What follows belongs to an exercise in optimizing a design on an open flow for small area and a short achievable clock period; a production flow would make more cautious choices. No run shown here included a check of the RTL's function; only the layout flow was run. Power figures rest on the tool's default switching activity, not on a simulated workload.

==> design/flow/design.v <==
`timescale 1ns / 1ps
module filter(
    clock,
    reset,
    Data_In,
    Data_Out
    );
    input clock,
          reset;
    input  [7:0] Data_In;
    output [16:0] Data_Out;
    reg  [7:0] x1;
    reg  [7:0] x2;
    reg  [7:0] x3;
    reg  [7:0] x4;
    reg  [7:0] x5;
    reg  [7:0] x6;
    reg  [7:0] x7;
    reg  [7:0] x8;
    reg  [7:0] x9;
    reg  [7:0] x10;
    reg  [7:0] x11;
    reg  [7:0] x12;
    reg  [7:0] x13;
    reg  [7:0] x14;
    reg  [7:0] x15;
    reg  [7:0] x16;
    reg  [7:0] x17;
    reg  [7:0] x18;
    reg  [7:0] x19;
    reg  [7:0] x20;
    reg  [7:0] x21;
    reg  [7:0] x22;
    reg  [7:0] x23;
    reg  [7:0] x24;
    reg  [7:0] x25;
    reg  [7:0] x26;
    reg  [7:0] x27;
    reg  [7:0] x28;
    reg  [7:0] x29;
    reg  [7:0] x30;
    reg  [4:0] age;      
    reg  [16:0] S;       
    always @(posedge clock) begin
        x1 <= reset ? 8'd0 : Data_In;
        x2 <= x1;
        x3 <= x2;
        x4 <= x3;
        x5 <= x4;
        x6 <= x5;
        x7 <= x6;
        x8 <= x7;
        x9 <= (reset || age < 5'd8) ? 8'd0 : x8;
        x10 <= reset ? 8'd0 : x9;
        x11 <= reset ? 8'd0 : x10;
        x12 <= reset ? 8'd0 : x11;
        x13 <= reset ? 8'd0 : x12;
        x14 <= reset ? 8'd0 : x13;
        x15 <= reset ? 8'd0 : x14;
        x16 <= reset ? 8'd0 : x15;
        x17 <= reset ? 8'd0 : x16;
        x18 <= reset ? 8'd0 : x17;
        x19 <= reset ? 8'd0 : x18;
        x20 <= reset ? 8'd0 : x19;
        x21 <= x20;
        x22 <= x21;
        x23 <= x22;
        x24 <= x23;
        x25 <= x24;
        x26 <= x25;
        x27 <= x26;
        x28 <= (reset || age < 5'd27) ? 8'd0 : x27;
        x29 <= reset ? 8'd0 : x28;
        x30 <= reset ? 8'd0 : x29;
        if (reset) age <= 5'd0;
        else if (age != 5'd31) age <= age + 5'd1;
    end
    wire s1;
    wire c2;
    wire s4;
    wire c5;
    wire s7;
    wire c8;
    wire s10;
    wire c11;
    wire s13;
    wire c14;
    wire s16;
    wire c17;
    wire s19;
    wire c20;
    wire s22;
    wire c23;
    wire s25;
    wire c26;
    wire s28;
    wire c29;
    wire s31;
    wire c32;
    wire s34;
    wire c35;
    wire s37;
    wire c38;
    wire s40;
    wire c41;
    wire s43;
    wire c44;
    wire s46;
    wire c47;
    wire s49;
    wire c50;
    wire s52;
    wire c53;
    wire s55;
    wire c56;
    wire s58;
    wire c59;
    wire n61;
    wire n62;
    wire n63;
    wire n64;
    wire n65;
    wire s66;
    wire c67;
    wire s69;
    wire c70;
    wire s72;
    wire c73;
    wire s75;
    wire c76;
    wire n78;
    wire n79;
    wire n80;
    wire n81;
    wire n82;
    wire s83;
    wire c84;
    wire s86;
    wire c87;
    wire s89;
    wire c90;
    wire s92;
    wire c93;
    wire s95;
    wire c96;
    wire s98;
    wire c99;
    wire s101;
    wire c102;
    wire s104;
    wire c105;
    wire s107;
    wire c108;
    wire s110;
    wire c111;
    wire s113;
    wire c114;
    wire s116;
    wire c117;
    wire s119;
    wire c120;
    wire s122;
    wire c123;
    wire s125;
    wire c126;
    wire s128;
    wire c129;
    wire s131;
    wire c132;
    wire s134;
    wire c135;
    wire s137;
    wire c138;
    wire s140;
    wire c141;
    wire s143;
    wire c144;
    wire s146;
    wire c147;
    wire s149;
    wire c150;
    wire s152;
    wire c153;
    wire s155;
    wire c156;
    wire s158;
    wire c159;
    wire s161;
    wire c162;
    wire s164;
    wire c165;
    wire s167;
    wire c168;
    wire s170;
    wire c171;
    wire s173;
    wire c174;
    wire s176;
    wire c177;
    wire s179;
    wire c180;
    wire s182;
    wire c183;
    wire s185;
    wire c186;
    wire s188;
    wire c189;
    wire s191;
    wire c192;
    wire s194;
    wire c195;
    wire s197;
    wire c198;
    wire s200;
    wire c201;
    wire s203;
    wire c204;
    wire s206;
    wire c207;
    wire s209;
    wire c210;
    wire s212;
    wire c213;
    wire s215;
    wire c216;
    wire s218;
    wire c219;
    wire s221;
    wire c222;
    wire s224;
    wire c225;
    wire s227;
    wire c228;
    wire s230;
    wire c231;
    wire s233;
    wire c234;
    wire s236;
    wire c237;
    wire s239;
    wire c240;
    wire s242;
    wire c243;
    wire s245;
    wire c246;
    wire s248;
    wire c249;
    wire s251;
    wire c252;
    wire s254;
    wire c255;
    wire s257;
    wire c258;
    wire s260;
    wire c261;
    wire s263;
    wire c264;
    wire s266;
    wire c267;
    wire s269;
    wire c270;
    wire s272;
    wire c273;
    wire s275;
    wire c276;
    wire s278;
    wire c279;
    wire s281;
    wire c282;
    wire s284;
    wire c285;
    wire s287;
    wire c288;
    wire s290;
    wire c291;
    wire s293;
    wire c294;
    wire s296;
    wire c297;
    wire s299;
    wire c300;
    wire s302;
    wire c303;
    wire s305;
    wire c306;
    wire s308;
    wire c309;
    wire s311;
    wire c312;
    wire s314;
    wire c315;
    wire s317;
    wire c318;
    wire s320;
    wire c321;
    wire s323;
    wire c324;
    wire s326;
    wire c327;
    wire s329;
    wire c330;
    wire s332;
    wire c333;
    wire s335;
    wire c336;
    wire s338;
    wire c339;
    wire s341;
    wire c342;
    wire s344;
    wire c345;
    wire s347;
    wire c348;
    wire s350;
    wire c351;
    wire s353;
    wire c354;
    wire s356;
    wire c357;
    wire s359;
    wire c360;
    wire s362;
    wire c363;
    wire s365;
    wire c366;
    wire s368;
    wire c369;
    wire s371;
    wire c372;
    wire s374;
    wire c375;
    wire s377;
    wire c378;
    wire s380;
    wire c381;
    wire s383;
    wire c384;
    wire s386;
    wire c387;
    wire s389;
    wire c390;
    wire s392;
    wire c393;
    wire s395;
    wire c396;
    wire s398;
    wire c399;
    wire s401;
    wire c402;
    wire s404;
    wire c405;
    wire s407;
    wire c408;
    wire s410;
    wire c411;
    wire s413;
    wire c414;
    wire s416;
    wire c417;
    wire s419;
    wire c420;
    wire s422;
    wire c423;
    wire s425;
    wire c426;
    wire s428;
    wire c429;
    wire s431;
    wire c432;
    wire s434;
    wire c435;
    wire s437;
    wire c438;
    wire s440;
    wire c441;
    wire s443;
    wire c444;
    wire s446;
    wire c447;
    wire s449;
    wire c450;
    wire s452;
    wire c453;
    wire s455;
    wire c456;
    wire s458;
    wire c459;
    wire s461;
    wire c462;
    wire s464;
    wire c465;
    wire s467;
    wire c468;
    wire s470;
    wire c471;
    wire s473;
    wire c474;
    wire s476;
    wire c477;
    wire s479;
    wire c480;
    wire s482;
    wire c483;
    wire s485;
    wire c486;
    wire s488;
    wire c489;
    wire s491;
    wire c492;
    wire s494;
    wire c495;
    wire s497;
    wire c498;
    wire s500;
    wire c501;
    wire s503;
    wire c504;
    wire s506;
    wire c507;
    wire s509;
    wire c510;
    wire s512;
    wire c513;
    wire s515;
    wire c516;
    wire s518;
    wire c519;
    wire s521;
    wire c522;
    wire s524;
    wire c525;
    wire s527;
    wire c528;
    wire s530;
    wire c531;
    wire s533;
    wire c534;
    wire s536;
    wire c537;
    wire s539;
    wire c540;
    wire s542;
    wire c543;
    wire s545;
    wire c546;
    wire s548;
    wire c549;
    wire s551;
    wire c552;
    wire s554;
    wire c555;
    wire s557;
    wire c558;
    wire s560;
    wire c561;
    wire s563;
    wire c564;
    wire s566;
    wire c567;
    wire s569;
    wire c570;
    wire s572;
    wire c573;
    wire s575;
    wire c576;
    wire s578;
    wire c579;
    wire s581;
    wire c582;
    wire s584;
    wire c585;
    wire s587;
    wire c588;
    wire s590;
    wire c591;
    wire s593;
    wire c594;
    wire s596;
    wire c597;
    wire s599;
    wire c600;
    wire s602;
    wire c603;
    wire s605;
    wire c606;
    wire s608;
    wire c609;
    wire s611;
    wire c612;
    wire s614;
    wire c615;
    wire s617;
    wire c618;
    wire s620;
    wire c621;
    wire s623;
    wire c624;
    wire s626;
    wire c627;
    wire s629;
    wire c630;
    wire s632;
    wire c633;
    wire s635;
    wire c636;
    wire s638;
    wire c639;
    wire s641;
    wire c642;
    wire s644;
    wire c645;
    wire s647;
    wire c648;
    wire s650;
    wire c651;
    wire s653;
    wire c654;
    wire s656;
    wire c657;
    wire s659;
    wire c660;
    wire s662;
    wire c663;
    wire s665;
    wire c666;
    wire s668;
    wire c669;
    wire s671;
    wire c672;
    wire s674;
    wire c675;
    wire s677;
    wire c678;
    wire s680;
    wire c681;
    wire s683;
    wire c684;
    fir_ha u3 (.a(x10[0]), .b(x19[0]), .s(s1), .co(c2));
    fir_fa u6 (.a(x10[1]), .b(x19[1]), .c(c2), .s(s4), .co(c5));
    fir_fa u9 (.a(x10[2]), .b(x19[2]), .c(c5), .s(s7), .co(c8));
    fir_ha u12 (.a(x10[3]), .b(x19[3]), .s(s10), .co(c11));
    fir_fa u15 (.a(x10[4]), .b(x19[4]), .c(c11), .s(s13), .co(c14));
    fir_fa u18 (.a(x10[5]), .b(x19[5]), .c(c14), .s(s16), .co(c17));
    fir_ha u21 (.a(x10[6]), .b(x19[6]), .s(s19), .co(c20));
    fir_fa u24 (.a(x10[7]), .b(x19[7]), .c(c20), .s(s22), .co(c23));
    fir_ha u27 (.a(x11[0]), .b(x18[0]), .s(s25), .co(c26));
    fir_fa u30 (.a(x11[1]), .b(x18[1]), .c(c26), .s(s28), .co(c29));
    fir_fa u33 (.a(x11[2]), .b(x18[2]), .c(c29), .s(s31), .co(c32));
    fir_ha u36 (.a(x11[3]), .b(x18[3]), .s(s34), .co(c35));
    fir_fa u39 (.a(x11[4]), .b(x18[4]), .c(c35), .s(s37), .co(c38));
    fir_fa u42 (.a(x11[5]), .b(x18[5]), .c(c38), .s(s40), .co(c41));
    fir_ha u45 (.a(x11[6]), .b(x18[6]), .s(s43), .co(c44));
    fir_fa u48 (.a(x11[7]), .b(x18[7]), .c(c44), .s(s46), .co(c47));
    fir_ha u51 (.a(x12[0]), .b(x17[0]), .s(s49), .co(c50));
    fir_fa u54 (.a(x12[1]), .b(x17[1]), .c(c50), .s(s52), .co(c53));
    fir_fa u57 (.a(x12[2]), .b(x17[2]), .c(c53), .s(s55), .co(c56));
    fir_fa u60 (.a(x12[3]), .b(x17[3]), .c(c56), .s(s58), .co(c59));
    assign n61 = ~s49;
    assign n62 = ~s52;
    assign n63 = ~s55;
    assign n64 = ~s58;
    assign n65 = ~c59;
    fir_ha u68 (.a(x12[4]), .b(x17[4]), .s(s66), .co(c67));
    fir_fa u71 (.a(x12[5]), .b(x17[5]), .c(c67), .s(s69), .co(c70));
    fir_fa u74 (.a(x12[6]), .b(x17[6]), .c(c70), .s(s72), .co(c73));
    fir_fa u77 (.a(x12[7]), .b(x17[7]), .c(c73), .s(s75), .co(c76));
    assign n78 = ~s66;
    assign n79 = ~s69;
    assign n80 = ~s72;
    assign n81 = ~s75;
    assign n82 = ~c76;
    fir_ha u85 (.a(x13[0]), .b(x16[0]), .s(s83), .co(c84));
    fir_fa u88 (.a(x13[1]), .b(x16[1]), .c(c84), .s(s86), .co(c87));
    fir_fa u91 (.a(x13[2]), .b(x16[2]), .c(c87), .s(s89), .co(c90));
    fir_fa u94 (.a(x13[3]), .b(x16[3]), .c(c90), .s(s92), .co(c93));
    fir_ha u97 (.a(x13[4]), .b(x16[4]), .s(s95), .co(c96));
    fir_fa u100 (.a(x13[5]), .b(x16[5]), .c(c96), .s(s98), .co(c99));
    fir_fa u103 (.a(x13[6]), .b(x16[6]), .c(c99), .s(s101), .co(c102));
    fir_fa u106 (.a(x13[7]), .b(x16[7]), .c(c102), .s(s104), .co(c105));
    fir_ha u109 (.a(x14[0]), .b(x15[0]), .s(s107), .co(c108));
    fir_fa u112 (.a(x14[1]), .b(x15[1]), .c(c108), .s(s110), .co(c111));
    fir_fa u115 (.a(x14[2]), .b(x15[2]), .c(c111), .s(s113), .co(c114));
    fir_fa u118 (.a(x14[3]), .b(x15[3]), .c(c114), .s(s116), .co(c117));
    fir_ha u121 (.a(x14[4]), .b(x15[4]), .s(s119), .co(c120));
    fir_fa u124 (.a(x14[5]), .b(x15[5]), .c(c120), .s(s122), .co(c123));
    fir_fa u127 (.a(x14[6]), .b(x15[6]), .c(c123), .s(s125), .co(c126));
    fir_fa u130 (.a(x14[7]), .b(x15[7]), .c(c126), .s(s128), .co(c129));
    fir_fa u133 (.a(x1[0]), .b(x28[0]), .c(x30[0]), .s(s131), .co(c132));
    fir_fa u136 (.a(s25), .b(s83), .c(s107), .s(s134), .co(c135));
    fir_fa1 u139 (.a(x1[1]), .b(x28[1]), .s(s137), .co(c138));
    fir_fa u142 (.a(x29[0]), .b(x30[1]), .c(x30[0]), .s(s140), .co(c141));
    fir_fa u145 (.a(n61), .b(c132), .c(s137), .s(s143), .co(c144));
    fir_fa u148 (.a(s140), .b(s28), .c(s86), .s(s146), .co(c147));
    fir_fa u151 (.a(s110), .b(c135), .c(s143), .s(s149), .co(c150));
    fir_fa u154 (.a(s146), .b(s149), .c(Data_In[0]), .s(s152), .co(c153));
    fir_fa u157 (.a(x1[2]), .b(x9[0]), .c(x20[0]), .s(s155), .co(c156));
    fir_fa u160 (.a(x28[2]), .b(x29[1]), .c(x30[2]), .s(s158), .co(c159));
    fir_fa u163 (.a(x30[1]), .b(s1), .c(s25), .s(s161), .co(c162));
    fir_fa u166 (.a(s83), .b(c138), .c(c141), .s(s164), .co(c165));
    fir_fa u169 (.a(s155), .b(s158), .c(s161), .s(s167), .co(c168));
    fir_fa u172 (.a(n62), .b(c144), .c(s164), .s(s170), .co(c171));
    fir_fa u175 (.a(c147), .b(s31), .c(s89), .s(s173), .co(c174));
    fir_fa u178 (.a(s113), .b(s167), .c(c150), .s(s176), .co(c177));
    fir_fa u181 (.a(s170), .b(s173), .c(s176), .s(s179), .co(c180));
    fir_fa u184 (.a(s179), .b(Data_In[1]), .c(c153), .s(s182), .co(c183));
    fir_fa u187 (.a(x1[3]), .b(x9[1]), .c(x20[1]), .s(s185), .co(c186));
    fir_fa u190 (.a(x28[3]), .b(x29[2]), .c(x30[3]), .s(s188), .co(c189));
    fir_fa u193 (.a(x30[2]), .b(s1), .c(s34), .s(s191), .co(c192));
    fir_fa u196 (.a(s107), .b(c156), .c(c159), .s(s194), .co(c195));
    fir_fa u199 (.a(s185), .b(s188), .c(s4), .s(s197), .co(c198));
    fir_fa u202 (.a(s28), .b(s86), .c(c162), .s(s200), .co(c201));
    fir_fa u205 (.a(s191), .b(c165), .c(s194), .s(s203), .co(c204));
    fir_fa u208 (.a(c32), .b(s197), .c(s200), .s(s206), .co(c207));
    fir_fa u211 (.a(c168), .b(n63), .c(c171), .s(s209), .co(c210));
    fir_fa u214 (.a(s203), .b(s92), .c(s116), .s(s212), .co(c213));
    fir_fa u217 (.a(c174), .b(s206), .c(c177), .s(s215), .co(c216));
    fir_fa u220 (.a(s209), .b(s212), .c(c180), .s(s218), .co(c219));
    fir_fa u223 (.a(s215), .b(Data_In[2]), .c(s218), .s(s221), .co(c222));
    fir_fa u226 (.a(x1[4]), .b(x9[2]), .c(x20[2]), .s(s224), .co(c225));
    fir_fa u229 (.a(x28[4]), .b(x29[3]), .c(x30[4]), .s(s227), .co(c228));
    fir_fa u232 (.a(x30[3]), .b(s25), .c(s95), .s(s230), .co(c231));
    fir_fa u235 (.a(s119), .b(c186), .c(c189), .s(s233), .co(c234));
    fir_fa u238 (.a(s224), .b(s227), .c(s4), .s(s236), .co(c237));
    fir_fa u241 (.a(s37), .b(s110), .c(c192), .s(s239), .co(c240));
    fir_fa u244 (.a(s230), .b(c195), .c(s233), .s(s242), .co(c243));
    fir_fa u247 (.a(c198), .b(c201), .c(s7), .s(s245), .co(c246));
    fir_fa u250 (.a(s31), .b(s89), .c(s236), .s(s248), .co(c249));
    fir_fa u253 (.a(s239), .b(c204), .c(s242), .s(s251), .co(c252));
    fir_fa u256 (.a(c93), .b(c117), .c(c207), .s(s254), .co(c255));
    fir_fa u259 (.a(s245), .b(n64), .c(s248), .s(s257), .co(c258));
    fir_fa u262 (.a(c210), .b(s251), .c(c213), .s(s260), .co(c261));
    fir_fa u265 (.a(s254), .b(s257), .c(c216), .s(s263), .co(c264));
    fir_fa u268 (.a(s260), .b(Data_In[3]), .c(c219), .s(s266), .co(c267));
    fir_fa u271 (.a(s263), .b(c222), .c(s266), .s(s269), .co(c270));
    fir_fa1 u274 (.a(x1[5]), .b(x9[3]), .s(s272), .co(c273));
    fir_fa u277 (.a(x20[3]), .b(x28[5]), .c(x29[4]), .s(s275), .co(c276));
    fir_fa u280 (.a(x30[5]), .b(x30[4]), .c(s10), .s(s278), .co(c279));
    fir_fa u283 (.a(s34), .b(s49), .c(s83), .s(s281), .co(c282));
    fir_fa u286 (.a(s107), .b(n78), .c(c225), .s(s284), .co(c285));
    fir_fa u289 (.a(c228), .b(s272), .c(s275), .s(s287), .co(c288));
    fir_fa u292 (.a(s28), .b(s98), .c(s122), .s(s290), .co(c291));
    fir_fa u295 (.a(c231), .b(s278), .c(s281), .s(s293), .co(c294));
    fir_fa u298 (.a(c234), .b(s284), .c(s287), .s(s296), .co(c297));
    fir_fa u301 (.a(c8), .b(c32), .c(c237), .s(s299), .co(c300));
    fir_fa u304 (.a(c240), .b(s7), .c(s40), .s(s302), .co(c303));
    fir_fa u307 (.a(s113), .b(s290), .c(s293), .s(s305), .co(c306));
    fir_fa u310 (.a(c243), .b(s296), .c(s92), .s(s308), .co(c309));
    fir_fa u313 (.a(c246), .b(s299), .c(n65), .s(s311), .co(c312));
    fir_fa u316 (.a(c249), .b(s302), .c(s305), .s(s314), .co(c315));
    fir_fa u319 (.a(c252), .b(c255), .c(s308), .s(s317), .co(c318));
    fir_fa u322 (.a(c258), .b(s311), .c(s314), .s(s320), .co(c321));
    fir_fa u325 (.a(c261), .b(s317), .c(Data_In[4]), .s(s323), .co(c324));
    fir_fa u328 (.a(c264), .b(s320), .c(s323), .s(s326), .co(c327));
    fir_fa u331 (.a(c267), .b(s326), .c(c270), .s(s329), .co(c330));
    fir_fa1 u334 (.a(x1[6]), .b(x9[4]), .s(s332), .co(c333));
    fir_fa u337 (.a(x20[4]), .b(x28[6]), .c(x29[5]), .s(s335), .co(c336));
    fir_fa u340 (.a(x30[6]), .b(x30[5]), .c(s10), .s(s338), .co(c339));
    fir_fa u343 (.a(s43), .b(s95), .c(c273), .s(s341), .co(c342));
    fir_fa u346 (.a(c276), .b(s332), .c(s335), .s(s344), .co(c345));
    fir_fa u349 (.a(s13), .b(s37), .c(s52), .s(s347), .co(c348));
    fir_fa u352 (.a(s86), .b(s110), .c(c279), .s(s350), .co(c351));
    fir_fa u355 (.a(c282), .b(s338), .c(n79), .s(s353), .co(c354));
    fir_fa u358 (.a(c285), .b(c288), .c(s341), .s(s356), .co(c357));
    fir_fa u361 (.a(s344), .b(c8), .c(c41), .s(s359), .co(c360));
    fir_fa u364 (.a(c291), .b(s31), .c(s101), .s(s362), .co(c363));
    fir_fa u367 (.a(s125), .b(s347), .c(s350), .s(s365), .co(c366));
    fir_fa u370 (.a(c294), .b(s353), .c(c297), .s(s368), .co(c369));
    fir_fa u373 (.a(s356), .b(c93), .c(c300), .s(s371), .co(c372));
    fir_fa u376 (.a(s116), .b(s359), .c(c303), .s(s374), .co(c375));
    fir_fa u379 (.a(s362), .b(c306), .c(s365), .s(s377), .co(c378));
    fir_fa u382 (.a(s368), .b(c309), .c(c312), .s(s380), .co(c381));
    fir_fa u385 (.a(s371), .b(s374), .c(c315), .s(s383), .co(c384));
    fir_fa u388 (.a(s377), .b(c318), .c(s380), .s(s386), .co(c387));
    fir_fa u391 (.a(Data_In[5]), .b(c321), .c(s383), .s(s389), .co(c390));
    fir_fa u394 (.a(c324), .b(s386), .c(s389), .s(s392), .co(c393));
    fir_fa u397 (.a(c327), .b(s392), .c(c330), .s(s395), .co(c396));
    fir_fa1 u400 (.a(x1[7]), .b(x9[5]), .s(s398), .co(c399));
    fir_fa u403 (.a(x20[5]), .b(x28[7]), .c(x29[6]), .s(s401), .co(c402));
    fir_fa u406 (.a(x30[7]), .b(x30[6]), .c(s34), .s(s404), .co(c405));
    fir_fa u409 (.a(s119), .b(c333), .c(c336), .s(s407), .co(c408));
    fir_fa u412 (.a(s398), .b(s401), .c(s13), .s(s410), .co(c411));
    fir_fa u415 (.a(s46), .b(s98), .c(c339), .s(s413), .co(c414));
    fir_fa u418 (.a(s404), .b(c342), .c(c345), .s(s416), .co(c417));
    fir_fa u421 (.a(s407), .b(c32), .c(c348), .s(s419), .co(c420));
    fir_fa u424 (.a(c351), .b(s16), .c(s40), .s(s422), .co(c423));
    fir_fa u427 (.a(s55), .b(s89), .c(s113), .s(s425), .co(c426));
    fir_fa u430 (.a(s410), .b(s413), .c(c354), .s(s428), .co(c429));
    fir_fa u433 (.a(n80), .b(c357), .c(s416), .s(s431), .co(c432));
    fir_fa u436 (.a(c117), .b(c360), .c(s104), .s(s434), .co(c435));
    fir_fa u439 (.a(s128), .b(c363), .c(s419), .s(s437), .co(c438));
    fir_fa u442 (.a(c366), .b(s422), .c(s425), .s(s440), .co(c441));
    fir_fa u445 (.a(s428), .b(c369), .c(s431), .s(s443), .co(c444));
    fir_fa u448 (.a(c372), .b(c375), .c(s434), .s(s446), .co(c447));
    fir_fa u451 (.a(c378), .b(s437), .c(s440), .s(s449), .co(c450));
    fir_fa u454 (.a(s443), .b(c381), .c(s446), .s(s452), .co(c453));
    fir_fa u457 (.a(Data_In[6]), .b(c384), .c(s449), .s(s455), .co(c456));
    fir_fa u460 (.a(c387), .b(s452), .c(c390), .s(s458), .co(c459));
    fir_fa u463 (.a(s455), .b(c393), .c(s458), .s(s461), .co(c462));
    fir_fa1 u466 (.a(x9[6]), .b(x20[6]), .s(s464), .co(c465));
    fir_fa u469 (.a(x29[7]), .b(x30[7]), .c(s19), .s(s467), .co(c468));
    fir_fa u472 (.a(s43), .b(c399), .c(c402), .s(s470), .co(c471));
    fir_fa u475 (.a(s464), .b(c47), .c(s37), .s(s473), .co(c474));
    fir_fa u478 (.a(s122), .b(c405), .c(s467), .s(s476), .co(c477));
    fir_fa u481 (.a(c408), .b(s470), .c(c17), .s(s479), .co(c480));
    fir_fa u484 (.a(c41), .b(c411), .c(c414), .s(s482), .co(c483));
    fir_fa u487 (.a(s16), .b(s101), .c(s473), .s(s485), .co(c486));
    fir_fa u490 (.a(s476), .b(c417), .c(c105), .s(s488), .co(c489));
    fir_fa u493 (.a(c129), .b(c420), .c(s58), .s(s491), .co(c492));
    fir_fa u496 (.a(s92), .b(s116), .c(s479), .s(s494), .co(c495));
    fir_fa u499 (.a(c423), .b(c426), .c(s482), .s(s497), .co(c498));
    fir_fa u502 (.a(n81), .b(c429), .c(s485), .s(s500), .co(c501));
    fir_fa u505 (.a(c432), .b(c435), .c(s488), .s(s503), .co(c504));
    fir_fa u508 (.a(c438), .b(c441), .c(s491), .s(s506), .co(c507));
    fir_fa u511 (.a(s494), .b(s497), .c(s500), .s(s509), .co(c510));
    fir_fa u514 (.a(c444), .b(c447), .c(s503), .s(s512), .co(c513));
    fir_fa u517 (.a(c450), .b(s506), .c(Data_In[7]), .s(s515), .co(c516));
    fir_fa u520 (.a(s509), .b(c453), .c(s512), .s(s518), .co(c519));
    fir_fa u523 (.a(c456), .b(s515), .c(s518), .s(s521), .co(c522));
    fir_fa u526 (.a(c459), .b(s521), .c(c462), .s(s524), .co(c525));
    fir_fa1 u529 (.a(x9[7]), .b(x20[7]), .s(s527), .co(c528));
    fir_fa u532 (.a(s19), .b(s66), .c(s95), .s(s530), .co(c531));
    fir_fa u535 (.a(s119), .b(c465), .c(s527), .s(s533), .co(c534));
    fir_fa u538 (.a(s22), .b(s46), .c(c468), .s(s536), .co(c537));
    fir_fa u541 (.a(s530), .b(c471), .c(s533), .s(s539), .co(c540));
    fir_fa u544 (.a(c17), .b(c474), .c(s40), .s(s542), .co(c543));
    fir_fa u547 (.a(s125), .b(s536), .c(c477), .s(s545), .co(c546));
    fir_fa u550 (.a(s539), .b(c59), .c(c93), .s(s548), .co(c549));
    fir_fa u553 (.a(c117), .b(c480), .c(c483), .s(s551), .co(c552));
    fir_fa u556 (.a(s104), .b(n82), .c(c486), .s(s554), .co(c555));
    fir_fa u559 (.a(s542), .b(s545), .c(c489), .s(s557), .co(c558));
    fir_fa u562 (.a(c492), .b(c495), .c(s548), .s(s560), .co(c561));
    fir_fa u565 (.a(c498), .b(s551), .c(c501), .s(s563), .co(c564));
    fir_fa u568 (.a(s554), .b(c504), .c(s557), .s(s566), .co(c567));
    fir_fa u571 (.a(c507), .b(s560), .c(c510), .s(s569), .co(c570));
    fir_fa u574 (.a(s563), .b(c513), .c(s566), .s(s572), .co(c573));
    fir_fa u577 (.a(c516), .b(s569), .c(c519), .s(s575), .co(c576));
    fir_fa u580 (.a(s572), .b(c522), .c(s575), .s(s578), .co(c579));
    fir_fa u583 (.a(s43), .b(c528), .c(c23), .s(s581), .co(c582));
    fir_fa u586 (.a(c47), .b(s22), .c(s69), .s(s584), .co(c585));
    fir_fa u589 (.a(s98), .b(s122), .c(c531), .s(s587), .co(c588));
    fir_fa u592 (.a(c534), .b(c41), .c(c537), .s(s590), .co(c591));
    fir_fa u595 (.a(s581), .b(s584), .c(s587), .s(s593), .co(c594));
    fir_fa u598 (.a(c540), .b(c105), .c(s128), .s(s596), .co(c597));
    fir_fa u601 (.a(c543), .b(s590), .c(c546), .s(s599), .co(c600));
    fir_fa u604 (.a(s593), .b(c549), .c(c552), .s(s602), .co(c603));
    fir_fa u607 (.a(c555), .b(s596), .c(s599), .s(s605), .co(c606));
    fir_fa u610 (.a(c558), .b(c561), .c(s602), .s(s608), .co(c609));
    fir_fa u613 (.a(c564), .b(s605), .c(c567), .s(s611), .co(c612));
    fir_fa u616 (.a(s608), .b(c570), .c(c573), .s(s614), .co(c615));
    fir_fa u619 (.a(s611), .b(s614), .c(c576), .s(s617), .co(c618));
    fir_fa1 u622 (.a(c23), .b(s46), .s(s620), .co(c621));
    fir_fa u625 (.a(c582), .b(c585), .c(c588), .s(s623), .co(c624));
    fir_fa u628 (.a(s72), .b(s101), .c(s125), .s(s626), .co(c627));
    fir_fa u631 (.a(s620), .b(c129), .c(c591), .s(s629), .co(c630));
    fir_fa u634 (.a(s623), .b(c594), .c(s626), .s(s632), .co(c633));
    fir_fa u637 (.a(c597), .b(c600), .c(s629), .s(s635), .co(c636));
    fir_fa u640 (.a(s632), .b(c603), .c(c606), .s(s638), .co(c639));
    fir_fa u643 (.a(s635), .b(c609), .c(s638), .s(s641), .co(c642));
    fir_fa u646 (.a(c612), .b(s641), .c(c615), .s(s644), .co(c645));
    fir_fa1 u649 (.a(c47), .b(c621), .s(s647), .co(c648));
    fir_fa u652 (.a(c624), .b(s75), .c(s104), .s(s650), .co(c651));
    fir_fa u655 (.a(s128), .b(c627), .c(s647), .s(s653), .co(c654));
    fir_fa u658 (.a(c630), .b(c633), .c(s650), .s(s656), .co(c657));
    fir_fa u661 (.a(s653), .b(c636), .c(s656), .s(s659), .co(c660));
    fir_fa u664 (.a(c639), .b(s659), .c(c642), .s(s662), .co(c663));
    fir_fa1 u667 (.a(c76), .b(c105), .s(s665), .co(c666));
    fir_fa u670 (.a(c129), .b(c648), .c(c651), .s(s668), .co(c669));
    fir_fa u673 (.a(s665), .b(c654), .c(c657), .s(s671), .co(c672));
    fir_fa u676 (.a(s668), .b(c660), .c(s671), .s(s674), .co(c675));
    fir_fa1 u679 (.a(c666), .b(c669), .s(s677), .co(c678));
    fir_fa u682 (.a(c672), .b(s677), .c(c675), .s(s680), .co(c681));
    fir_fa1 u685 (.a(c678), .b(c681), .s(s683), .co(c684));
    wire [16:0] rowA = {1'b1, s683, s680, c663, c645, c618, c579, c525, s524, c396, s395, s329, s269, c183, s182, s152, s131};
    wire [16:0] rowB = {c684, 1'b0, 1'b0, s674, s662, s644, s617, s578, 1'b0, s461, 1'b0, 1'b0, 1'b0, s221, 1'b0, 1'b0, s134};
    wire [16:0] S_next = rowA + rowB;
    always @(posedge clock) begin
        if (reset) S <= 17'd0;
        else       S <= S_next;
    end
    wire [9:0] oa, ob, og, op;
    wire [7:1] oe;
    fir_xor2 u_a0 (.a(S[0]), .b(Data_In[0]), .y(oa[0]));
    fir_pg1 u_pg1 (.s1(S[1]), .s0(S[0]), .d1(Data_In[1]), .d0(Data_In[0]), .p(op[1]), .g(og[1]));
    fir_pg u_pg2 (.s1(S[2]), .s0(S[1]), .d2(Data_In[2]), .d1(Data_In[1]), .d0(Data_In[0]), .p(op[2]), .g(og[2]));
    fir_pg u_pg3 (.s1(S[3]), .s0(S[2]), .d2(Data_In[3]), .d1(Data_In[2]), .d0(Data_In[1]), .p(op[3]), .g(og[3]));
    fir_pg u_pg4 (.s1(S[4]), .s0(S[3]), .d2(Data_In[4]), .d1(Data_In[3]), .d0(Data_In[2]), .p(op[4]), .g(og[4]));
    fir_pg u_pg5 (.s1(S[5]), .s0(S[4]), .d2(Data_In[5]), .d1(Data_In[4]), .d0(Data_In[3]), .p(op[5]), .g(og[5]));
    fir_pg u_pg6 (.s1(S[6]), .s0(S[5]), .d2(Data_In[6]), .d1(Data_In[5]), .d0(Data_In[4]), .p(op[6]), .g(og[6]));
    fir_pg u_pg7 (.s1(S[7]), .s0(S[6]), .d2(Data_In[7]), .d1(Data_In[6]), .d0(Data_In[5]), .p(op[7]), .g(og[7]));
    fir_pg8 u_pg8 (.s1(S[8]), .s0(S[7]), .d1(Data_In[7]), .d0(Data_In[6]), .p(op[8]), .g(og[8]));
    fir_pg9 u_pg9 (.s1(S[9]), .s0(S[8]), .d0(Data_In[7]), .p(op[9]), .g(og[9]));
    wire G0_2;
    fir_ao21 u_G0_2 (.a(og[2]), .b(op[2]), .c(og[1]), .y(G0_2));
    wire G0_4;
    fir_ao21 u_G0_4 (.a(og[4]), .b(op[4]), .c(og[3]), .y(G0_4));
    wire P0_4;
    fir_and2 u_P0_4 (.a(op[4]), .b(op[3]), .y(P0_4));
    wire G0_6;
    fir_ao21 u_G0_6 (.a(og[6]), .b(op[6]), .c(og[5]), .y(G0_6));
    wire P0_6;
    fir_and2 u_P0_6 (.a(op[6]), .b(op[5]), .y(P0_6));
    wire G0_8;
    fir_ao21 u_G0_8 (.a(og[8]), .b(op[8]), .c(og[7]), .y(G0_8));
    wire P0_8;
    fir_and2 u_P0_8 (.a(op[8]), .b(op[7]), .y(P0_8));
    wire G1_3;
    fir_ao21 u_G1_3 (.a(og[3]), .b(op[3]), .c(G0_2), .y(G1_3));
    wire G1_4;
    fir_ao21 u_G1_4 (.a(G0_4), .b(P0_4), .c(G0_2), .y(G1_4));
    wire G1_7;
    fir_ao21 u_G1_7 (.a(og[7]), .b(op[7]), .c(G0_6), .y(G1_7));
    wire P1_7;
    fir_and2 u_P1_7 (.a(op[7]), .b(P0_6), .y(P1_7));
    wire G1_8;
    fir_ao21 u_G1_8 (.a(G0_8), .b(P0_8), .c(G0_6), .y(G1_8));
    wire P1_8;
    fir_and2 u_P1_8 (.a(P0_8), .b(P0_6), .y(P1_8));
    wire G2_5;
    fir_ao21 u_G2_5 (.a(og[5]), .b(op[5]), .c(G1_4), .y(G2_5));
    wire G2_6;
    fir_ao21 u_G2_6 (.a(G0_6), .b(P0_6), .c(G1_4), .y(G2_6));
    wire G2_7;
    fir_ao21 u_G2_7 (.a(G1_7), .b(P1_7), .c(G1_4), .y(G2_7));
    wire G2_8;
    fir_ao21 u_G2_8 (.a(G1_8), .b(P1_8), .c(G1_4), .y(G2_8));
    wire G3_9;
    fir_ao21 u_G3_9 (.a(og[9]), .b(op[9]), .c(G2_8), .y(G3_9));
    wire [10:1] cy;   
    assign cy[1] = 1'b0;
    assign cy[2] = og[1];
    assign cy[3] = G0_2;
    assign cy[4] = G1_3;
    assign cy[5] = G1_4;
    assign cy[6] = G2_5;
    assign cy[7] = G2_6;
    assign cy[8] = G2_7;
    assign cy[9] = G2_8;
    assign cy[10] = G3_9;
    assign Data_Out[0] = oa[0];
    assign Data_Out[1] = op[1];
    fir_xor2 u_y2 (.a(op[2]), .b(cy[2]), .y(Data_Out[2]));
    fir_xor2 u_y3 (.a(op[3]), .b(cy[3]), .y(Data_Out[3]));
    fir_xor2 u_y4 (.a(op[4]), .b(cy[4]), .y(Data_Out[4]));
    fir_xor2 u_y5 (.a(op[5]), .b(cy[5]), .y(Data_Out[5]));
    fir_xor2 u_y6 (.a(op[6]), .b(cy[6]), .y(Data_Out[6]));
    fir_xor2 u_y7 (.a(op[7]), .b(cy[7]), .y(Data_Out[7]));
    fir_xor2 u_y8 (.a(op[8]), .b(cy[8]), .y(Data_Out[8]));
    fir_xor2 u_y9 (.a(op[9]), .b(cy[9]), .y(Data_Out[9]));
    wire [6:0] hi_inc = S[16:10] + 7'd1;
    fir_mux2 u_y10 (.a(S[10]), .b(hi_inc[0]), .s(cy[10]), .y(Data_Out[10]));
    fir_mux2 u_y11 (.a(S[11]), .b(hi_inc[1]), .s(cy[10]), .y(Data_Out[11]));
    fir_mux2 u_y12 (.a(S[12]), .b(hi_inc[2]), .s(cy[10]), .y(Data_Out[12]));
    fir_mux2 u_y13 (.a(S[13]), .b(hi_inc[3]), .s(cy[10]), .y(Data_Out[13]));
    fir_mux2 u_y14 (.a(S[14]), .b(hi_inc[4]), .s(cy[10]), .y(Data_Out[14]));
    fir_mux2 u_y15 (.a(S[15]), .b(hi_inc[5]), .s(cy[10]), .y(Data_Out[15]));
    fir_mux2 u_y16 (.a(S[16]), .b(hi_inc[6]), .s(cy[10]), .y(Data_Out[16]));
endmodule
module fir_pg(input s1, input s0, input d2, input d1, input d0, output p, output g);
    wire a = s1 ^ d2 ^ d1;
    wire b = (s0 & d1) | (s0 & d0) | (d1 & d0);
    assign p = a ^ b;
    assign g = a & b;
endmodule
module fir_pg1(input s1, input s0, input d1, input d0, output p, output g);
    wire a = s1 ^ d1 ^ d0;
    wire b = s0 & d0;
    assign p = a ^ b;
    assign g = a & b;
endmodule
module fir_pg8(input s1, input s0, input d1, input d0, output p, output g);
    wire a = s1 ^ d1;
    wire b = (s0 & d1) | (s0 & d0) | (d1 & d0);
    assign p = a ^ b;
    assign g = a & b;
endmodule
module fir_pg9(input s1, input s0, input d0, output p, output g);
    wire b = s0 & d0;
    assign p = s1 ^ b;
    assign g = s1 & b;
endmodule
module fir_xor2(input a, input b, output y);
    assign y = a ^ b;
endmodule
module fir_and2(input a, input b, output y);
    assign y = a & b;
endmodule
module fir_maj3(input a, input b, input c, output y);
    assign y = (a & b) | (a & c) | (b & c);
endmodule
module fir_ao21(input a, input b, input c, output y);
    assign y = a | (b & c);
endmodule
module fir_mux2(input a, input b, input s, output y);
    assign y = s ? b : a;
endmodule
module fir_fa1(input a, input b, output s, output co);
    assign s = ~(a ^ b);
    assign co = a | b;
endmodule
module fir_fa(input a, input b, input c, output s, output co);
    assign s = a ^ b ^ c;
    assign co = (a & b) | (a & c) | (b & c);
endmodule
module fir_ha(input a, input b, output s, output co);
    assign s = a ^ b;
    assign co = a & b;
endmodule
==> design/flow/flow/run.sh <==
#!/bin/bash
# The standard layout (standard.sh) with three changes: synthesis runs
# flow/synth.tcl (synth_recipe.tcl without adder-cell extraction in the output
# adder's small modules), the port buffers are sky130_fd_sc_hd__buf_2 cells,
# and timing repair aims for more setup slack than config.mk may ask for.
# Logs: standard.log here; ORFS's own logs under orfs/logs.
set -euo pipefail
export SETUP_SLACK_MARGIN=5.5
export BUFFER_PORTS_ARGS="-buffer_cell sky130_fd_sc_hd__buf_2"
sed "s#SYNTH_SCRIPT=[^ ]*#SYNTH_SCRIPT=$PWD/flow/synth.tcl#" standard.sh > own_standard.sh
grep -q "SYNTH_SCRIPT=$PWD/flow/synth.tcl" own_standard.sh
bash own_standard.sh > standard.log 2>&1
==> design/flow/flow/synth.tcl <==
# synth_recipe.tcl (the standard synthesis), except that full and half adder
# cells are extracted only in filter, fir_fa and fir_ha: the one-cell modules,
# of the output adder and its fir_pg* modules are left to ABC as they are.
proc synth {args} { yosys synth -nofsm -noshare {*}$args }
proc extract_fa {args} { yosys extract_fa {*}$args filter fir_fa fir_ha }
source $::env(SCRIPTS_DIR)/synth.tcl
# left out here: clear keep_hierarchy, flatten, clean up, hide names made inside functions, write 1_2_yosys.v
==> design/flow/standard.sh <==
#!/bin/bash
# synth_recipe.tcl (not shown) runs the flow's synth.tcl, then flattens the netlist and writes it again
# the make line also repeats each setting of config.mk as NAME=value (left out here)
make -C /OpenROAD-flow-scripts/flow DESIGN_CONFIG=/design/flow/config.mk WORK_HOME=/design/flow/orfs CLKGATE_MAP_FILE= SYNTH_SCRIPT=/design/flow/synth_recipe.tcl "${@:-finish}"
==> design/flow/config.mk <==
export PLATFORM = sky130hd
export DESIGN_NAME = filter
export DESIGN_NICKNAME = filter
export VERILOG_FILES = /design/flow/design.v
export SDC_FILE = /design/flow/constraint.sdc
export NUM_CORES = 4
export LEC_CHECK = 0
export ABC_CLOCK_PERIOD_IN_PS = 3000
export CAP_MARGIN = 20
export CORE_MARGIN = 2
export CORE_UTILIZATION = 40
export CTS_BUF_LIST = sky130_fd_sc_hd__clkbuf_8
export CTS_CLUSTER_DIAMETER = 60
export CTS_CLUSTER_SIZE = 14
export SLEW_MARGIN = 20
export SYNTH_HIERARCHICAL = 1
==> design/flow/constraint.sdc <==
create_clock -name core_clock -period 12.5 [get_ports {clock}]
set_input_delay 2.5000 -clock core_clock [delete_from_list [all_inputs] [get_ports {clock}]]
set_output_delay 2.5000 -clock core_clock [all_outputs]
set_load 0.01 [all_outputs]
==> results_dict.tcl, run 1 <==
set metrics [dict create \
    p_leak_nw 5.92 \
    max_cap_violations 0 \
    fin_crit_ps 6910 \
    ys_top_cells_by_count "dfxtp_1, fa_1, nor2b_1" \
    finalWorstSetupSlack_ps 5590 \
    cts-root-buf "clkbuf_8" \
    critPathMaxFanout 8 \
    syn_avg_cell_area_um2 14.1 \
    num_vias 5986 \
    largest-register "S" \
    critPathMostFrequentCell "a21o_1" \
    period_share_pct 55.3 \
    grt_use_total_pct 14.3 \
    placed_cells 1261 \
    seq_power_share_pct 52.2 \
    regArea_mm2 0.00525 \
    slowest_stage "mux2_4" \
    ys_async_sr_fraction_pct 0 \
    synthesis.nets 1096 \
    grt.overflow.total 0 \
    ant_nets 0 \
    cp_cell_sequence "buf_2 -> nand2b_4 -> o21ai_2 -> xnor2_2 -> a21o_1 -> a21o_1 -> a21o_1 -> a21o_4 -> mux2_4 -> buf_2" \
    instances_no_fill 1301 \
    rr_startpoint "x11[3]" \
    io_pins 27 \
    core-area_mm2 0.0298 \
    tritoncts "yes" \
    whs_path_depth 0 \
    clkTransAtPathRegs_ps 90 \
    chipWidth_um 178 \
    initial_core_util_pct 40.7 \
    clkPwrFrac_pct 29.5 \
    synth_top_area_share_pct 43.2 \
    multiInputGateArea_mm2 0.00684 \
    fin_nets 1139 \
    routedWlPerCell_um 16.2 \
    port_buffers 26 \
    yosys.cell_count.top_type "dfxtp_1" \
    grt_pass1_wl_mm 34.6 \
    powerDensity_mw_per_mm2 127 \
    row_count 63 \
    relSlewSlack_pct 34.2 \
    min_to "x22[3]" \
    clock_latency_ps 560 \
    hold_class "flip-flop to flip-flop" \
    hpwl_mm 16.8 \
    p_int_mw 1.22 \
    start_kind "input pin" \
    switching_share_pct 27.7 \
    ys_ff_latch 262 \
    cts_max_level 1 \
    critPathMaxStageDelay_ps 300 \
    drt_wl_total_mm 21.1 \
    cts_inserted_buffers 25 \
    drcViolationCount 0 \
    reg2reg_to "S[15]" \
    drive_above_1_share_pct 11.1 \
    grt_pass1_vias 6474 \
    rsz0062_at_grt "no" \
    dp_slack_ps 5300 \
    comb_power_share_pct 18.3 \
    gp_congestion 0.822 \
    timing.fmax_mhz 145 \
    die_area_mm2 0.0318 \
    hold_viol 0 \
    largest_reg_flops 17 \
    n_antenna_cell 0 \
    synth_area_mm2 0.0121 \
    synth_area_leader_cell "dfxtp_1" \
    switchingPower_mw 0.468 \
    total_power_mw 1.69 \
    drt_iter0_markers 264 \
    synth_edf_count 0 \
    cts_hold_buf 0 \
    reg2reg_slack_ps 5950 \
    clock-sinks 262 \
    ys_top_cells_by_area "dfxtp_1, fa_1, nor2b_1" \
    drtPass1Iterations 4 \
    ys_seq_area_share_pct 43.2 \
    slew_violations 0 \
    crit_type "input pin to output port" \
    placed_area_mm2 0.0127 \
    worstHoldStart "x21[3]" \
    grt_max_degree 82 \
    clockBufferDepth 3 \
    yosys_warnings 7 \
    avgViaCountPerCell 4.60 \
    worst_slew_pin_slew_ps 980 \
    end_kind "output port" \
    synthDistinctLibCells 50 \
    syn2layout_area_growth_pct 9.17 \
    nFillCells 2699 \
    status "complete, no violations" \
    r2r.worst_path.cells 15 \
    grt_antenna_before_repair 0 \
    peakVddDrop_uv 87.5 \
    die_h_um 178 \
    final_area_mm2 0.0133 \
    syn_inst 860 \
    worstPathArrival_ps 4410 \
    finClkSkew_ps 21.2 \
    synth_ff_type "dfxtp_1" \
    required_ps 10000 \
    finalSetupViolations 0 \
    setup_tns_ps 0 \
]
[critical path: cells and delay by family]
kind                   cells  cell delay (ps)
AO/OA/AOI/OAI              5             1070
XOR/XNOR                   1              100
buffers and inverters      2              290
multiplexers               1              300
AND/OR/NAND/NOR            1              150
[final cells by class]
class | count | share of cell area (%)
clock buffer | 25 | 2.60
clock inverter | 10 | 0.727
inverter | 12 | 0.340
multi-input combinational | 569 | 51.6
sequential | 262 | 39.6
tap | 390 | 3.68
timing repair buffer | 33 | 1.48
[modules after synthesis (local to each module, per instance), a selection]
module    cells  cell area [µm²]  copies in the design  flops+latches
fir_ha        1             12.5                    12              0
fir_ao21      1             7.51                    13              0
filter      535             7010                     1            262
fir_pg9       3             20.0                     1              0
fir_and2      1             6.26                     5              0
fir_pg8       6             46.3                     1              0
fir_fa        1             20.0                   202              0
[worst max path at each step]
stage / startpoint / end / slack (ps) / depth (start not counted)
after detailed placement: Data_In[1] / Data_Out[16] / 5300 / 10
after global placement: Data_In[2] / Data_Out[16] / 5410 / 10
after floorplan: Data_In[0] / Data_Out[10] / 5920 / 8
after global routing: Data_In[0] / Data_Out[16] / 5490 / 10
final: Data_In[0] / Data_Out[16] / 5590 / 10
after CTS: Data_In[1] / Data_Out[16] / 5530 / 10
[power by group through the flow]
stage / logic (mW) / registers, mW / clock network, mW
6_report: 0.309 / 0.880 / 0.497
5_1_grt: 0.341 / 0.884 / 0.544
4_1_cts: 0.303 / 0.881 / 0.513
3_5_place_dp: 0.297 / 0.900 / 0
3_3_place_gp: 0.292 / 0.900 / 0
2_1_floorplan: 0.224 / 0.894 / 0
[cell families (layout without fill, tap and decap cells)]
kind of cell,Yosys count,after routing,share of synthesized area [%]
compound gates,57,57,3.61
fa+ha+maj,226,226,35.8
xor+xnor,52,52,4.12
mux,14,14,1.48
flops,262,262,43.2
simple gates,220,220,10.9
buf+inv,29,80,0.958
[through the flow]
step                hold WS, ps  util [%]
global placement            310      42.6
CTS                         309      44.2
global route                313      44.5
finish                      314      44.5
detailed placement          312      42.6
floorplan                   310         -
[cells in the final DEF, fill, tap and decap left out, drive strengths merged, types with 4 or more instances in the layout]
master / n
nor3: 5
and2: 22
nand2: 4
or2: 11
clkbuf: 25
buf: 33
xnor2: 34
nand3: 8
nor2: 21
ha: 24
clkinv: 4
o21ai: 18
nand2b: 8
a21o: 16
xor2: 18
dfxtp: 262
and3: 5
fa: 202
inv: 16
nand3b: 7
o211ai: 7
mux2: 11
nor2b: 120
[what timing repair did]
item,CTS,global route
gates cloned,0,0
gates resized for setup,2,14
setup endpoints to repair,7,7
buffers inserted,1,4
endpoints found under the hold margin,0,0
pin swaps,1,8
[metal layers]
metal	track usage, %	wire, µm	vias to the layer above
li1	-	-	2835
met1	21.2	10200	3047
met2	22.2	9660	72
met3	2.05	819	32
met4	3.39	458	0
met5	0	0	-
==> run 2: changes to the inputs <==
--- a/design/flow/flow/run.sh
+++ b/design/flow/flow/run.sh
@@ -6,5 +6,5 @@
 # Logs: standard.log here; ORFS's own logs under orfs/logs.
 set -euo pipefail
-export SETUP_SLACK_MARGIN=5.5
+export SETUP_SLACK_MARGIN=5.2
 export BUFFER_PORTS_ARGS="-buffer_cell sky130_fd_sc_hd__buf_2"
 sed "s#SYNTH_SCRIPT=[^ ]*#SYNTH_SCRIPT=$PWD/flow/synth.tcl#" standard.sh > own_standard.sh
==> results_dict.tcl, run 2 <==
set metrics [dict create \
    status "complete, no violations" \
    grt_pass1_wl_mm 34.6 \
    final_area_mm2 0.0131 \
    synth_area_leader_cell "dfxtp_1" \
    drt_wl_total_mm 21.0 \
    die_h_um 178 \
    max_cap_violations 0 \
    relSlewSlack_pct 34.1 \
    clock_latency_ps 560 \
    cp_cell_sequence "buf_2 -> nand3b_1 -> o21ai_2 -> xnor2_1 -> and2_1 -> a21o_1 -> a21o_1 -> a21o_2 -> mux2_4 -> buf_2" \
    clkTransAtPathRegs_ps 90 \
    drcViolationCount 0 \
    grt_antenna_before_repair 0 \
    synth_ff_type "dfxtp_1" \
    instances_no_fill 1296 \
    grtUsageMet2_pct 22.2 \
    syn2layout_area_growth_pct 8.29 \
    hpwl_mm 16.8 \
    ys_top_cells_by_area "dfxtp_1, fa_1, nor2b_1" \
    synth_area_mm2 0.0121 \
    synthDistinctLibCells 50 \
    setup_tns_ps 0 \
    fin_crit_ps 7090 \
    grt_pass1_vias 6471 \
    avgViaCountPerCell 4.60 \
    final_common_cell "dfxtp_1" \
    post_cts_buffers 0 \
    layout_common_cells "dfxtp_1, fa_1, nor2b_1" \
    gr-max-usage-layer "met2" \
    crit_type "input pin to output port" \
    tritoncts "yes" \
    synthesis.nets 1096 \
    num_vias 5960 \
    worstPathArrival_ps 4590 \
    die_area_mm2 0.0318 \
    critPathMaxStageDelay_ps 320 \
    finalWorstSetupSlack_ps 5410 \
    p_leak_nw 5.85 \
    start_kind "input pin" \
    nFillCells 2709 \
    synth_edf_count 0 \
    post_cts_resized 0 \
    total_power_mw 1.67 \
    hold_viol 0 \
    yosys.cell_count.top_type "dfxtp_1" \
    synth_top_area_share_pct 43.2 \
    row_count 63 \
    grt.overflow.total 0 \
    cts_inserted_buffers 25 \
    period_share_pct 56.7 \
    slowest_stage "mux2_4" \
    drt_iter0_markers 268 \
    grt_max_degree 82 \
    required_ps 10000 \
    powerDensity_mw_per_mm2 127 \
    rsz0062_at_grt "no" \
    ys_async_sr_fraction_pct 0 \
    ys_seq_area_share_pct 43.2 \
    io_pins 27 \
    placed_area_mm2 0.0127 \
    placed_cells 1261 \
    initial_core_util_pct 40.7 \
    worst_slew_pin_slew_ps 980 \
    syn_avg_cell_area_um2 14.1 \
    core-area_mm2 0.0298 \
    yosys_warnings 7 \
    layout.core_utilization_pct 44.1 \
    use_met1_pct 21.1 \
    timing.fmax_mhz 141 \
    hold_class "flip-flop to flip-flop" \
    gp_congestion 0.822 \
    ys_ff_latch 262 \
    largest-register "S" \
    clock-sinks 262 \
    drive_above_1_share_pct 9.82 \
    worst_hold_slack_ps 311 \
    cts_max_level 1 \
    cts_hold_buf 0 \
    finalSetupViolations 0 \
    cts-root-buf "clkbuf_8" \
    chipWidth_um 178 \
    dp_slack_ps 5300 \
    end_kind "output port" \
    n_antenna_cell 0 \
    ant_nets 0 \
    routedWlPerCell_um 16.2 \
    use_met3_pct 2.05 \
    syn_inst 860 \
    grt_use_total_pct 14.3 \
    drtPass1Iterations 4 \
    largest_reg_flops 17 \
    clockBufferDepth 3 \
    finClkSkew_ps 24.5 \
    ys_top_cells_by_count "dfxtp_1, fa_1, nor2b_1" \
    critPathMaxFanout 9 \
    fin_nets 1134 \
    peakVddDrop_uv 87.5 \
    slew_violations 0 \
    port_buffers 26 \
]
[run 2: cell counts after synthesis]
Identical to the previous run, type by type.
[run 2: cells by family after synthesis]
kind of cell,count (synthesis),share of synthesized area (%)
adders and majority gates,226,35.8
and+or+nand+nor,220,10.9
AOI/OAI and AO/OA,57,3.61
xor gates and xnor gates,52,4.12
DFF,262,43.2
muxes,14,1.48
buffers and inverters,29,0.958
[run 2: critical path: cells and delay by family]
kind                   cells  cell delay [ps]
AO/OA/AOI/OAI              4              780
XOR/XNOR                   1              250
buffers and inverters      2              360
multiplexers               1              320
AND/OR/NAND/NOR            2              350
[run 2: path summary, 6_finish.rpt]
path              slack [ps]            to  startpoint  cells past startpoint
setup / recovery        5410  Data_Out[16]  Data_In[2]                     10
hold reg to reg          310        x22[3]      x21[3]                      0
setup reg to reg        5930         S[15]      x18[3]                     15
hold / removal           310        x22[3]      x21[3]                      0
[run 2: cell type report]
type | instances | area, µm² | area share, %
inverters | 12 | 45.0 | 0.343
clock inverters | 10 | 96.3 | 0.733
flip-flops and latches | 262 | 5250 | 39.9
multi-input cells | 569 | 6780 | 51.6
repair buffers | 28 | 148 | 1.12
clock buffers | 25 | 344 | 2.62
well taps | 390 | 488 | 3.71
[run 2: layer usage]
metal | part of all wire [%] | vias up
li1 | - | 2824
met1 | 49 | 3047
met2 | 46 | 58
met3 | 2.8 | 31
met4 | 2.2 | 0
met5 | 0 | -
[run 2: Yosys stat by module, one instance, submodules excluded]
module    area (µm²)  copies in the design
fir_pg          60.1                     6
fir_fa1         15.0                    11
fir_pg1         30.0                     1
fir_and2        6.26                     5
fir_pg9         20.0                     1
fir_xor2        8.76                     9
fir_pg8         46.3                     1
fir_ha          12.5                    12
fir_mux2        15.0                     7
fir_fa          20.0                   202
fir_ao21        7.51                    13
filter          7010                     1
[run 2: power by group]
part	switching, mW	leakage [nW]	internal [mW]
registers	0.0216	2.13	0.858
logic	0.156	3.49	0.140
clock network	0.286	0.232	0.211
==> run 3: changes to the inputs <==
==> design/flow/flow/run.sh (replaced) <==
#!/bin/bash
# The standard layout (standard.sh) with three changes: synthesis runs
# flow/synth.tcl (synth_recipe.tcl without adder-cell extraction in the output
# adder's small modules), the port buffers are sky130_fd_sc_hd__buf_2 cells,
# timing repair aims for more setup slack than config.mk may ask for, and
# clock tree synthesis inserts no dummy loads.
# Logs: standard.log here; ORFS's own logs under orfs/logs.
set -euo pipefail
export SETUP_SLACK_MARGIN=5.5
export CTS_ARGS="-sink_clustering_enable -repair_clock_nets -dont_use_dummy_load -sink_clustering_size 14 -sink_clustering_max_diameter 60 -buf_list sky130_fd_sc_hd__clkbuf_8"
export BUFFER_PORTS_ARGS="-buffer_cell sky130_fd_sc_hd__buf_2"
sed "s#SYNTH_SCRIPT=[^ ]*#SYNTH_SCRIPT=$PWD/flow/synth.tcl#" standard.sh > own_standard.sh
grep -q "SYNTH_SCRIPT=$PWD/flow/synth.tcl" own_standard.sh
bash own_standard.sh > standard.log 2>&1
==> results_dict.tcl, run 3 <==
set metrics [dict create \
    status "complete, no violations" \
    yosys.cell_count.top_type "dfxtp_1" \
    worstPathArrival_ps 4410 \
    p_leak_nw 5.87 \
    min_to "x22[3]" \
    hpwl_mm 16.8 \
    drtPass1Iterations 4 \
    grt_antenna_before_repair 0 \
    max_cap_violations 0 \
    finClkSkew_ps 47.2 \
    io_pins 27 \
    hold_viol 0 \
    powerDensity_mw_per_mm2 124 \
    drcViolationCount 0 \
    die_h_um 178 \
    ys_top_cells_by_count "dfxtp_1, fa_1, nor2b_1" \
    cts_inserted_buffers 25 \
    ys_ff_latch 262 \
    required_ps 10000 \
    drt_wl_total_mm 21.0 \
    clock_latency_ps 570 \
    rr_startpoint "x18[3]" \
    drive_above_1_share_pct 10.2 \
    placed_cells 1261 \
    start_kind "input pin" \
    clock-sinks 262 \
    whs_path_depth 0 \
    layout_common_cells "dfxtp_1, fa_1, nor2b_1" \
    tritoncts "yes" \
    row_count 63 \
    synth_area_leader_cell "dfxtp_1" \
    placed_area_mm2 0.0127 \
    timing.fmax_mhz 145 \
    dp_slack_ps 5300 \
    worstHoldStart "x21[3]" \
    synthesis.nets 1096 \
    clkTransAtPathRegs_ps 90 \
    rsz0062_at_grt "no" \
    layout.core_utilization_pct 44.2 \
    yosys_warnings 7 \
    synthDistinctLibCells 50 \
    final_common_cell "dfxtp_1" \
    chipWidth_um 178 \
    avgViaCountPerCell 4.62 \
    finalWorstSetupSlack_ps 5590 \
    r2r.worst_path.cells 15 \
    largest_reg_flops 17 \
    drt_iter0_markers 309 \
    final_area_mm2 0.0132 \
    fin_nets 1139 \
    relSlewSlack_pct 34.2 \
    ys_top_cells_by_area "dfxtp_1, fa_1, nor2b_1" \
    peakVddDrop_uv 81.9 \
    period_share_pct 55.3 \
    critPathMaxFanout 8 \
    reg2reg_slack_ps 5900 \
    worst_slew_pin_slew_ps 979 \
    syn_inst 860 \
    num_vias 5967 \
    n_antenna_cell 0 \
    ys_seq_area_share_pct 43.2 \
    hold_class "flip-flop to flip-flop" \
    slew_violations 0 \
    syn2layout_area_growth_pct 8.38 \
    cts-root-buf "clkbuf_8" \
    syn_avg_cell_area_um2 14.1 \
    largest-register "S" \
    ant_nets 0 \
    instances_no_fill 1291 \
    synth_edf_count 0 \
    fin_crit_ps 6910 \
    grt_pass1_vias 6462 \
    ys_async_sr_fraction_pct 0 \
    worst_hold_slack_ps 300 \
    reg2reg_to "S[15]" \
    grt.overflow.total 0 \
    cts_max_level 1 \
    end_kind "output port" \
    finalSetupViolations 0 \
    grt_use_total_pct 14.2 \
    nFillCells 2701 \
    grt_max_degree 82 \
    clockBufferDepth 3 \
    crit_type "input pin to output port" \
    synth_top_area_share_pct 43.2 \
    crit_path_start "Data_In[0]" \
    initial_core_util_pct 40.7 \
    port_buffers 26 \
    setup_tns_ps 0 \
    routedWlPerCell_um 16.3 \
    total_power_mw 1.63 \
    core-area_mm2 0.0298 \
    grt_pass1_wl_mm 34.5 \
    synth_area_mm2 0.0121 \
    die_area_mm2 0.0318 \
    synth_ff_type "dfxtp_1" \
    gp_congestion 0.822 \
]
run 3: cell counts after synthesis:
No cell type changed its count.
run 3: what timing repair did:
item | 4_1_cts | 5_1_grt
hold endpoints to repair | 0 | 0
hold buffers | 0 | 0
endpoints found under the setup margin | 7 | 7
resized for setup | 2 | 14
pin swaps | 1 | 8
setup buffers | 1 | 4
run 3: cell type report:
| class | count | area, µm² | area share [%] |
|---|---|---|---|
| multi-input cells | 569 | 6840 | 52.0 |
| flip-flops and latches | 262 | 5250 | 39.9 |
| well taps | 390 | 488 | 3.71 |
| clock buffers | 25 | 344 | 2.61 |
| repair buffers | 33 | 196 | 1.49 |
| inverters | 12 | 45.0 | 0.342 |
run 3: per-module statistics from Yosys, one instance, submodules excluded, a selection:
| module | flops+latches | area, µm² | copies in the design | cells |
|---|---|---|---|---|
| filter | 262 | 7010 | 1 | 535 |
| fir_fa1 | 0 | 15.0 | 11 | 2 |
| fir_pg | 0 | 60.1 | 6 | 7 |
| fir_mux2 | 0 | 15.0 | 7 | 1 |
| fir_pg8 | 0 | 46.3 | 1 | 6 |
| fir_ao21 | 0 | 7.51 | 13 | 1 |
| fir_xor2 | 0 | 8.76 | 9 | 1 |
| fir_pg9 | 0 | 20.0 | 1 | 3 |
| fir_and2 | 0 | 6.26 | 5 | 1 |
| fir_ha | 0 | 12.5 | 12 | 1 |
run 3: where the power goes:
part,switching [mW],internal (mW)
clock,0.260,0.178
sequential,0.0217,0.859
combinational,0.160,0.149
run 3: critical path, cell delays in order:
cell      delay [ps]
buf_2            150
nand2b_4         150
o21ai_2          170
xnor2_2          100
a21o_1           200
a21o_1           200
a21o_1           220
a21o_4           270
mux2_4           300
buf_2            140
run 3: metal layers:
metal | global-route usage [%] | vias to the layer above | routed length, µm
li1 | - | 2822 | -
met1 | 21.1 | 3052 | 10200
met2 | 22.2 | 62 | 9640
met3 | 2.05 | 31 | 722
met4 | 3.42 | 0 | 464
met5 | 0 | - | 0
run 3: how the worst max path moves through the flow:
stage                               to  cells past startpoint
after floorplan           Data_Out[10]                      8
after global placement    Data_Out[16]                     10
after detailed placement  Data_Out[16]                     10
after CTS                 Data_Out[16]                     10
after global routing      Data_Out[16]                     10
final                     Data_Out[16]                     10
run 3: logic make-up after synthesis:
logic type,Yosys count,synth area share (%)
AOI/OAI and AO/OA,57,3.61
xor gates and xnor gates,52,4.12
adders and majority gates,226,35.8
buffers and inverters,29,0.958
DFF,262,43.2
muxes,14,1.48
and+or+nand+nor,220,10.9
==> run 4: changes to the inputs <==
--- a/design/flow/flow/run.sh
+++ b/design/flow/flow/run.sh
@@ -8,5 +8,5 @@
 set -euo pipefail
 export SETUP_SLACK_MARGIN=5.5
-export CTS_ARGS="-sink_clustering_enable -repair_clock_nets -dont_use_dummy_load -sink_clustering_size 14 -sink_clustering_max_diameter 60 -buf_list sky130_fd_sc_hd__clkbuf_8"
+export CTS_ARGS="-sink_clustering_enable -repair_clock_nets -dont_use_dummy_load -sink_clustering_size 30 -sink_clustering_max_diameter 80 -buf_list sky130_fd_sc_hd__clkbuf_16"
 export BUFFER_PORTS_ARGS="-buffer_cell sky130_fd_sc_hd__buf_2"
 sed "s#SYNTH_SCRIPT=[^ ]*#SYNTH_SCRIPT=$PWD/flow/synth.tcl#" standard.sh > own_standard.sh
==> results_dict.tcl, run 4 <==
set metrics [dict create \
    largest-register "S" \
    clock-sinks 262 \
    use_met1_pct 21.1 \
    slowest_stage "mux2_4" \
    cts_inserted_buffers 13 \
    crit_path_start "Data_In[5]" \
    use_met3_pct 1.81 \
    ys_async_sr_fraction_pct 0 \
    syn_inst 860 \
    cp-endpoint "Data_Out[16]" \
    die_h_um 178 \
    rsz0062_at_grt "no" \
    syn_avg_cell_area_um2 14.1 \
    end_kind "output port" \
    gp_congestion 0.822 \
    initial_core_util_pct 40.7 \
    avgViaCountPerCell 4.63 \
    grtUsageMet2_pct 22.3 \
    worst_hold_slack_ps 313 \
    layout.core_utilization_pct 44.1 \
    critPathMaxStageDelay_ps 300 \
    synth_ff_type "dfxtp_1" \
    peakVddDrop_uv 68.4 \
    slew_violations 0 \
    num_vias 5922 \
    grt_antenna_before_repair 0 \
    instances_no_fill 1279 \
    relSlewSlack_pct 33.3 \
    finalSetupViolations 0 \
    hold_class "flip-flop to flip-flop" \
    ys_seq_area_share_pct 43.2 \
    drt_iter0_markers 277 \
    critPathMostFrequentCell "a21o_1" \
    crit_buf_inv 2 \
    finClkSkew_ps 58.0 \
    worstPathArrival_ps 4410 \
    synthDistinctLibCells 50 \
    drtPass1Iterations 4 \
    cts-root-buf "clkbuf_16" \
    grt_pass1_wl_mm 34.3 \
    period_share_pct 55.3 \
    die_area_mm2 0.0318 \
    grt_pass1_vias 6412 \
    reg2reg_slack_ps 5870 \
    max_cap_violations 0 \
    cts_hold_buf 0 \
    ys_ff_latch 262 \
    powerDensity_mw_per_mm2 124 \
    clock_latency_ps 500 \
    synthesis.nets 1096 \
    ys_top_cells_by_area "dfxtp_1, fa_1, nor2b_1" \
    n_antenna_cell 0 \
    chipWidth_um 178 \
    routedWlPerCell_um 16.4 \
    drcViolationCount 0 \
    cp_cell_sequence "buf_2 -> nand3b_1 -> o21ai_2 -> xnor2_1 -> a21o_1 -> a21o_1 -> a21o_1 -> a21o_4 -> mux2_4 -> buf_2" \
    clkTransAtPathRegs_ps 100 \
    grt_use_total_pct 14.2 \
    timing.fmax_mhz 145 \
    yosys.cell_count.top_type "dfxtp_1" \
    gr-max-usage-layer "met2" \
    placed_cells 1261 \
    io_pins 27 \
    hpwl_mm 16.8 \
    synth_edf_count 0 \
    grt_max_degree 82 \
    p_leak_nw 5.85 \
    critPathMaxFanout 9 \
    ys_top_cells_by_count "dfxtp_1, fa_1, nor2b_1" \
    required_ps 10000 \
    port_buffers 26 \
    drive_above_1_share_pct 9.00 \
    worst_slew_pin_slew_ps 993 \
    crit_family "compound AO/OA/AOI/OAI gates" \
    fin_nets 1127 \
    reg2reg_to "S[15]" \
    layout_common_cells "dfxtp_1, fa_1, nor2b_1" \
    fin_crit_ps 6910 \
    yosys_warnings 7 \
    synth_area_leader_cell "dfxtp_1" \
    final_common_cell "dfxtp_1" \
    grt.overflow.total 0 \
    syn2layout_area_growth_pct 8.22 \
    row_count 63 \
    setup_tns_ps 0 \
    synth_top_area_share_pct 43.2 \
    clockBufferDepth 3 \
    start_kind "input pin" \
    rr_startpoint "x11[3]" \
    hold_viol 0 \
    cp.depth 10 \
    ant_nets 0 \
    cts_max_level 1 \
    status "complete, no violations" \
    tritoncts "yes" \
    largest_reg_flops 17 \
    drt_wl_total_mm 20.9 \
    core-area_mm2 0.0298 \
    r2r.worst_path.cells 15 \
    synth_area_mm2 0.0121 \
    crit_type "input pin to output port" \
]
-- run 4: kinds of logic (layout without fill, tap and decap cells) --
kind of cell | Yosys count | in the layout | share of synthesized area [%]
multiplexers | 14 | 14 | 1.48
buffers and inverters | 29 | 58 | 0.958
AND/OR/NAND/NOR | 220 | 220 | 10.9
XOR/XNOR | 52 | 52 | 4.12
flip-flops | 262 | 262 | 43.2
AO/OA/AOI/OAI | 57 | 57 | 3.61
adder cells (fa/ha/maj) | 226 | 226 | 35.8
-- run 4: routing by layer --
metal	share of wire (%)	vias to the layer above
li1	-	2800
met2	47	43
met3	2.4	16
met1	49	3063
met5	0	-
met4	1.6	0
-- run 4: what timing repair did --
action / CTS / global route
buffers inserted: 1 / 4
pin swaps: 1 / 8
gates resized for setup: 2 / 14
setup endpoints to repair: 7 / 7
-- run 4: worst min path at each step --
stage,endpoint,start,slack [ps],cells past startpoint
6_report,x22[3],x21[3],310,0
5_1_grt,x22[3],x21[3],320,0
4_1_cts,x22[3],x21[3],310,0
3_5_place_dp,x22[3],x21[3],310,0
3_3_place_gp,x26[6],x25[6],310,0
2_1_floorplan,x22[0],x21[0],310,0
-- run 4: metrics by stage --
stage / total power, mW / setup slack [ps] / area, µm²
finish: 1.62 / 5590 / 13100
detailed placement: 1.20 / 5300 / 12700
global placement: 1.19 / 5410 / 12700
global route: 1.70 / 5490 / 13100
floorplan: 1.12 / 5920 / 12100
CTS: 1.64 / 5530 / 13000
-- run 4: power by group --
| group | leakage (nW) | switching (mW) | internal [mW] |
|---|---|---|---|
| clock | 0.160 | 0.246 | 0.188 |
| sequential | 2.13 | 0.0217 | 0.859 |
| combinational | 3.55 | 0.160 | 0.149 |
| total | 5.85 | 0.428 | 1.20 |
-- run 4: modules after synthesis (local to each module, per instance) --
module | times used | cells inside | flip-flops and latches | area (µm²)
filter | 1 | 535 | 262 | 7010
fir_pg | 6 | 7 | 0 | 60.1
fir_pg8 | 1 | 6 | 0 | 46.3
fir_pg1 | 1 | 4 | 0 | 30.0
fir_fa | 202 | 1 | 0 | 20.0
fir_pg9 | 1 | 3 | 0 | 20.0
fir_fa1 | 11 | 2 | 0 | 15.0
fir_mux2 | 7 | 1 | 0 | 15.0
fir_ha | 12 | 1 | 0 | 12.5
fir_xor2 | 9 | 1 | 0 | 8.76
fir_ao21 | 13 | 1 | 0 | 7.51
fir_and2 | 5 | 1 | 0 | 6.26
-- run 4: area by class of cell --
class	instances	area [µm²]
Tap cell	390	488
Inverter	12	45.0
Clock buffer	13	325
Multi-Input combinational cell	569	6840
Sequential cell	262	5250
Timing Repair Buffer	33	196
Fill cell	2702	16700
